Background: an optimization exercise with open tools, aiming at small area and a short achievable clock period. Do not read the settings as production practice.
Function was not checked in any run shown here: the RTL went through the layout flow alone.
Power figures rest on the tool's default switching activity, not on a simulated workload.

==> flow/design.v (outline; a module is shown in full before it is edited, if it fits) <==
// module FA: 7 lines
// module HA: 7 lines
// module BSEL8: 6 lines
// module BSEL8N: 6 lines
// module BSEL8B: 6 lines
// module BSEL8A: 6 lines
// module GPLEAF: 7 lines
// module PLEAF: 6 lines
// module KSA: 453 lines
// module X3ADD: 191 lines
// module PGBLK: 7 lines
// module PGGRY: 6 lines
// module Booth: 1731 lines
module Booth (
    input  CLK, RST,
    input  [31:0] x, y,
    output [63:0] p
);
  // ...
==> flow/flow/run.sh <==
#!/bin/bash
# Own layout flow: the standard flow, plus one step after floorplan that
# sets every combinational cell to the smallest drive strength of its family
# (Yosys/ABC map with a fixed load and tends to pick oversized gates). The
# later resizer steps (repair_design, repair_timing) size up what needs it.
set -euo pipefail
here=$(pwd)
export POST_FLOORPLAN_TCL="$here/flow/downsize.tcl"
bash standard.sh > "$here/standard.log" 2>&1
==> flow/flow/downsize.tcl <==
# Swap each combinational standard cell for the smallest-drive cell of the same
# function (same footprint family); leave flops, adders, buffers and ties alone.
set n 0
foreach inst [get_cells *] {
  set master [get_property $inst ref_name]
  if {![regexp {^sky130_fd_sc_hd__([a-z0-9]+)_([0-9]+)$} $master -> base size]} { continue }
  if {[regexp {^(df|sdf|edf|dl|fa|ha|conb|tap|fill|decap|buf|clkbuf|clkdly|dlygate|dlymetal|inv|clkinv|diode|lpflow|probe)} $base]} { continue }
  set best ""
  set bestsize 1000
  foreach lc [get_lib_cells sky130_fd_sc_hd__${base}_*] {
    set nm [get_name $lc]
    if {![regexp "^sky130_fd_sc_hd__${base}_(\[0-9\]+)\$" $nm -> s]} { continue }
    if {[get_property $lc dont_use]} { continue }
    if {$s < $bestsize} { set bestsize $s; set best $nm }
  }
  if {$best ne "" && $best ne $master} {
    replace_cell $inst $best
    incr n
  }
}
puts "downsize: replaced $n cells"
==> flow/standard.sh <==
#!/bin/bash
# synth_recipe.tcl (not shown) runs the flow's synth.tcl, then flattens the netlist and writes it again
# the make line also repeats each setting of config.mk as NAME=value (left out here)
make -C /OpenROAD-flow-scripts/flow DESIGN_CONFIG=/design/flow/config.mk WORK_HOME=/design/flow/orfs CLKGATE_MAP_FILE= SYNTH_SCRIPT=/design/flow/synth_recipe.tcl "${@:-finish}"
==> flow/config.mk <==
export PLATFORM = sky130hd
export DESIGN_NAME = Booth
export DESIGN_NICKNAME = Booth
export VERILOG_FILES = /design/flow/design.v
export SDC_FILE = /design/flow/constraint.sdc
export NUM_CORES = 4
export LEC_CHECK = 0
export CAP_MARGIN = 20
export CORE_MARGIN = 2
export CORE_UTILIZATION = 40
export SETUP_SLACK_MARGIN = 3.5
export SLEW_MARGIN = 20
export SYNTH_HIERARCHICAL = 1
export SYNTH_MINIMUM_KEEP_SIZE = 0
==> flow/constraint.sdc <==
create_clock -name core_clock -period 7.5 [get_ports {CLK}]
set_input_delay 1.5000 -clock core_clock [delete_from_list [all_inputs] [get_ports {CLK}]]
set_output_delay 1.5000 -clock core_clock [all_outputs]
set_load 0.01 [all_outputs]
==> impl_results.md, run 1 <==
* Outcome: timing/DRC/antenna clean
* Synthesis-to-finish area growth at 22.30%
* Die H at 277.8 µm
* Pwr dens at 578.5 nW/µm²
* Largest net degree at the start of global routing at 85
* Relative slew slack at 32.01%
* Max FFs per register at 64
* Net Sw Frac at 43.18%
* Vias at 27,070
* HP Class: flop to flop
* Non-clock buffers at 338
* Post-cts sizing count at 502
* CP arrival at 2890 ps
* Number of setup violations in the final report at 0
* Biggest Area Class: multi-input gates
* Fillers at 6,688
* Tapcell Cnt at 969
* Layout net count at 3,507
* Vias in the first global route at 27,230
* CP Max Fanout at 8
* DP Wirelength at 66,280 µm
* Slowest-stage cell, CP: dfxtp_2
* Most common cell after layout, fill and taps aside: xnor2_1
* Worst R2R Start: s3[4]$_DFF_P_
* VDD IR max at 0.7661 mV
==> run 2: changes to the inputs <==
--- a/flow/flow/run.sh
+++ b/flow/flow/run.sh
@@ -6,4 +6,6 @@
 set -euo pipefail
 here=$(pwd)
 export POST_FLOORPLAN_TCL="$here/flow/downsize.tcl"
+# buffer the ports with a plain buffer (the default pick is a slow delay cell)
+export BUFFER_PORTS_ARGS="-buffer_cell sky130_fd_sc_hd__buf_2"
 bash standard.sh > "$here/standard.log" 2>&1
--- a/flow/config.mk
+++ b/flow/config.mk
@@ -8,7 +8,7 @@
 export CAP_MARGIN = 20
 export CORE_MARGIN = 2
 export CORE_UTILIZATION = 40
-export SETUP_SLACK_MARGIN = 3.5
+export SETUP_SLACK_MARGIN = 3.1
 export SLEW_MARGIN = 20
 export SYNTH_HIERARCHICAL = 1
 export SYNTH_MINIMUM_KEEP_SIZE = 0
==> impl_results.md, run 2 <==
* Net Sw Frac at 44.83% (was 43.18%)
* Pwr dens at 518.8 nW/µm² (was 578.5 nW/µm²)
* Initial Utilization at 40.35% (unchanged)
* CP arrival at 4870 ps (was 2890 ps)
* Grt ovf at 0 (unchanged)
* Largest net degree at the start of global routing at 70 (was 85)
* Slowest-stage cell, CP: fa_2 (was dfxtp_2)
* CTS tree: done (unchanged)
* Biggest register: pr (unchanged)
* DRC at 0 (unchanged)
* First-pass GRT wire length at 163,300 µm (was 178,500 µm)
* Tmin final at 4439 ps (was 4390 ps)
* Via/cell ratio at 6.600 (was 6.790)
* H-tree lvl count at 1 (unchanged)
* HP Class: input port to flop (was flop to flop)
* Row count at 100 (unchanged)
* Die area at 77,170 µm² (unchanged)
* RD Place Congestion at 0.9692 (was 0.9269)
* Worst-skew pair later-pin latency at 590 ps (about the same)
* Leakage at 0.01440 µW (was 0.01518 µW)
* DR WL/cell at 29.33 µm (was 31.54 µm)
* Layout net count at 3,435 (was 3,507)
* Hold Startpoint: x[0] (was neg[10]$_DFF_P_)
* Most common cell after layout, fill and taps aside: xnor2_1 (unchanged)
* Worst Path Required at 7930 ps (was 6000 ps)
* Worst Path Class, Setup: flop to flop (was flop to output port)
* Cell repeated most along the worst path: fa_1 (was a21o_1)
* CP top delay family: adder cells (was compound AO/OA/AOI/OAI gates)
* Vias in the first global route at 25,940 (was 27,230)
* Die Width at 277.8 µm (unchanged)
* Num ports at 130 (unchanged)
* Outcome: timing/DRC/antenna clean (unchanged)
* Clock Sinks at 237 (unchanged)
* Endpoint type of the worst setup path: flop (was output port)
* Hold Buf Count CTS at 0 (unchanged)
* VDD IR max at 0.4230 mV (was 0.7661 mV)
* Worst Setup SP: s3[9]$_DFF_P_ (was pr[9]$_DFF_P_)
* Antenna violations before repair at 2 (was 4)
* Core area at 74,320 µm² (unchanged)
* Fin. Hold Viols at 0 (unchanged)
* Power Internal at 9586 µW (was 12,050 µW)
* GRT Total Usage at 27.55% (was 30.73%)
* Synthesis-to-finish area growth at 11.70% (was 22.30%)
* Worst clock skew at 20.06 ps (was 19.49 ps)
* Share of cells above drive strength 1 at 19.76% (was 27.64%)
* Fin util at 45.06% (was 49.34%)
* Avg Cell Area, Syn at 11.71 µm² (unchanged)
* CP startpoint kind: flop (unchanged)
* Die H at 277.8 µm (unchanged)
* TNS Setup at 0 ps (unchanged)
* Max incr delay on CP at 580 ps (was 320 ps)
* Worst R2R Start: s3[9]$_DFF_P_ (was s3[4]$_DFF_P_)
* Synthesized area at 29,990 µm² (unchanged)
* Port bufs at 129 (unchanged)
* Clk root buf: clkbuf_16 (unchanged)
* CP Max Fanout at 35 (was 8)
* DRT Pass-1 Iters at 13 (was 10)
* Cell count after synthesis at 2,561 (unchanged)
* Fillers at 6,950 (was 6,688)
* Commonest non-fill, non-tap cells in the layout: xnor2_1 (380), a22o_1 (362), a221oi_1 (273), a21o_1 (240), fa_1 (234) (was xnor2_1 (370), a22o_1 (362), a21o_1 (237), a221oi_1 (193), a221oi_2 (166))
* RSZ-0062 raised after global routing: true (unchanged)
* Final slew viol count at 0 (unchanged)
* Clock tree buffer depth at 3 (unchanged)
* F_max at 225.3 MHz (was 227.8 MHz)
* Number of synthesis warnings at 7 (unchanged)
* Clk slew on worst S/H paths at 60 ps (about the same)
* Vias at 25,810 (was 27,070)
* DP Wirelength at 68,570 µm (was 66,280 µm)
* Worst-Margin Slew at 655.6 ps (was 1020 ps)
* Initial DRC Count at 3,274 (was 4,277)
* Final ANT Viol Nets at 0 (unchanged)
* Max cap viols at 0 (unchanged)
* Tcrit/Tclk final at 59.19% (was 58.53%)
* Max FFs per register at 64 (unchanged)
* Comb pwr share at 78.8% (was 82.2%)
* Clock power share at 7.6% (was 6.3%)
* Cell Chain, Critical Path: buf_6 -> a22o_1 -> a221oi_1 -> xnor2_1 -> fa_1 -> fa_1 -> fa_2 -> fa_1 -> fa_2 -> ha_4 -> ha_4 -> nor2b_1 (was a21o_1 -> a21o_1 -> a21o_1 -> a21o_4 -> buf_12 -> a21o_4 -> clkbuf_16 -> a21o_1 -> xor2_2 -> buf_2)
* Flop pwr share at 13.6% (was 11.4%)
* CTS buffer count at 27 (unchanged)
* Relative slew slack at 56.29% (was 32.01%)
* Switching power at 7791 µW (was 9160 µW)
* Top flop regs: pr: 64 flops, gr: 55 flops, x3r: 33 flops (unchanged)
* CP bufs+invs at 1 (was 3)
* Routed Wire Length at 114,700 µm (was 125,700 µm)
* Number of setup violations in the final report at 0 (unchanged)
==> run 2: cell count changes in the layout (fill, tap and decap cells not counted), sizes merged <==
cell / change
dlymetal6s2s: -3
clkinv: -4
diode: -2
clkdlybuf4s50: -77
bufbuf: -2
clkinvlp: +1
dlygate4sd2: -1
clkbuf: -2
inv: -2
clkdlybuf4s15: -1
buf: +17
==> run 2: through the flow <==
stage          cells  total power [µW]  hold WS, ps  area (µm²)  worst slack (ps)
2_1_floorplan   2637             11330        996.8       30390              2980
3_3_place_gp    3785             15000         1135       30280              2445
3_5_place_dp    3785             15130         1128       30280              2395
4_1_cts         3853             16790         1033       31930              3075
5_1_grt         3909             19470         1054       33490              2962
6_report        3910             17380         1063       33490              3061
==> run 2: timing repair <==
action / in CTS / in global routing
gates resized for setup: 167 / 172
cloned: 0 / 2
pin swaps: 15 / 53
setup buffers: 21 / 54
setup endpoints to repair: 85 / 65
==> run 2: metal layers <==
layer | global-route usage, % | vias to the layer above | part of all wire [%]
li1 | - | 10690 | -
met1 | 34.40 | 12670 | 37
met3 | 9.088 | 547 | 13
met5 | 0 | - | 0.058
met2 | 42.18 | 1899 | 43
met4 | 14.48 | 6 | 6.9
==> run 2: power by group through the flow <==
stage	clock (µW)	sequential [µW]	combinational [µW]
6_report	1320	2360	13700
5_1_grt	1410	2350	15700
4_1_cts	1350	2320	13100
3_5_place_dp	0	2360	12800
3_3_place_gp	0	2350	12600
2_1_floorplan	0	2260	9070
==> run 2: worst paths after layout <==
path / to / slack, ps / cells past startpoint
setup / recovery: pr[38]$_DFF_P_ / 3060 / 12
hold / removal: xr[0]$_DFF_P_ / 1060 / 1
setup reg to reg: pr[38]$_DFF_P_ / 3060 / 12
hold reg to reg: pr[0]$_DFF_P_ / 1130 / 4
==> run 2: final cells by class <==
cell class | count | area (µm²) | area share (%)
tap | 969 | 1212 | 3.620
antenna | 1 | 2.502 | 0.007472
inverter | 22 | 82.58 | 0.2466
timing repair buffer | 266 | 2367 | 7.068
clock buffer | 41 | 809.5 | 2.417
multi-input combinational | 2368 | 23910 | 71.40
sequential | 237 | 5040 | 15.05
clock inverter | 6 | 65.06 | 0.1943

==> separate check: timing with driven ports <==
The flow's constraints put no driver on any port. The routed layouts listed below were extracted and timed again, unchanged, in two steps.
Step 1: set_driving_cell puts a clkbuf_16 on CLK and a buf_2 on each other input, an assumption about the parent block.
Step 2 times the ports against the registers' clock, not the clock port: input delays grow and output delays shrink by t, the midpoint of the rising clock arrivals with the driver on.
Three values: ideal, step 1, step 2; two values: the first two.
| run | shift t [ns] | setup WS [ns] | worst register clock-pin slew, ns | worst data-port slew with drivers (ns) | pins driven straight from the clock port |
|---|---|---|---|---|---|
| run 1 | 0.655 | 3.110 / 3.040 / 3.076 | 0.06 / 0.06 | 0.07 | 1 |
| run 2 | 0.637 | 3.061 / 3.061 / 3.061 | 0.07 / 0.07 | 0.05 | 1 |
After both steps setup and hold are still met in every run listed. For run 1, which loses most, drivers alone change the setup slack by -0.070 ns; drivers and shift together by -0.034 ns.
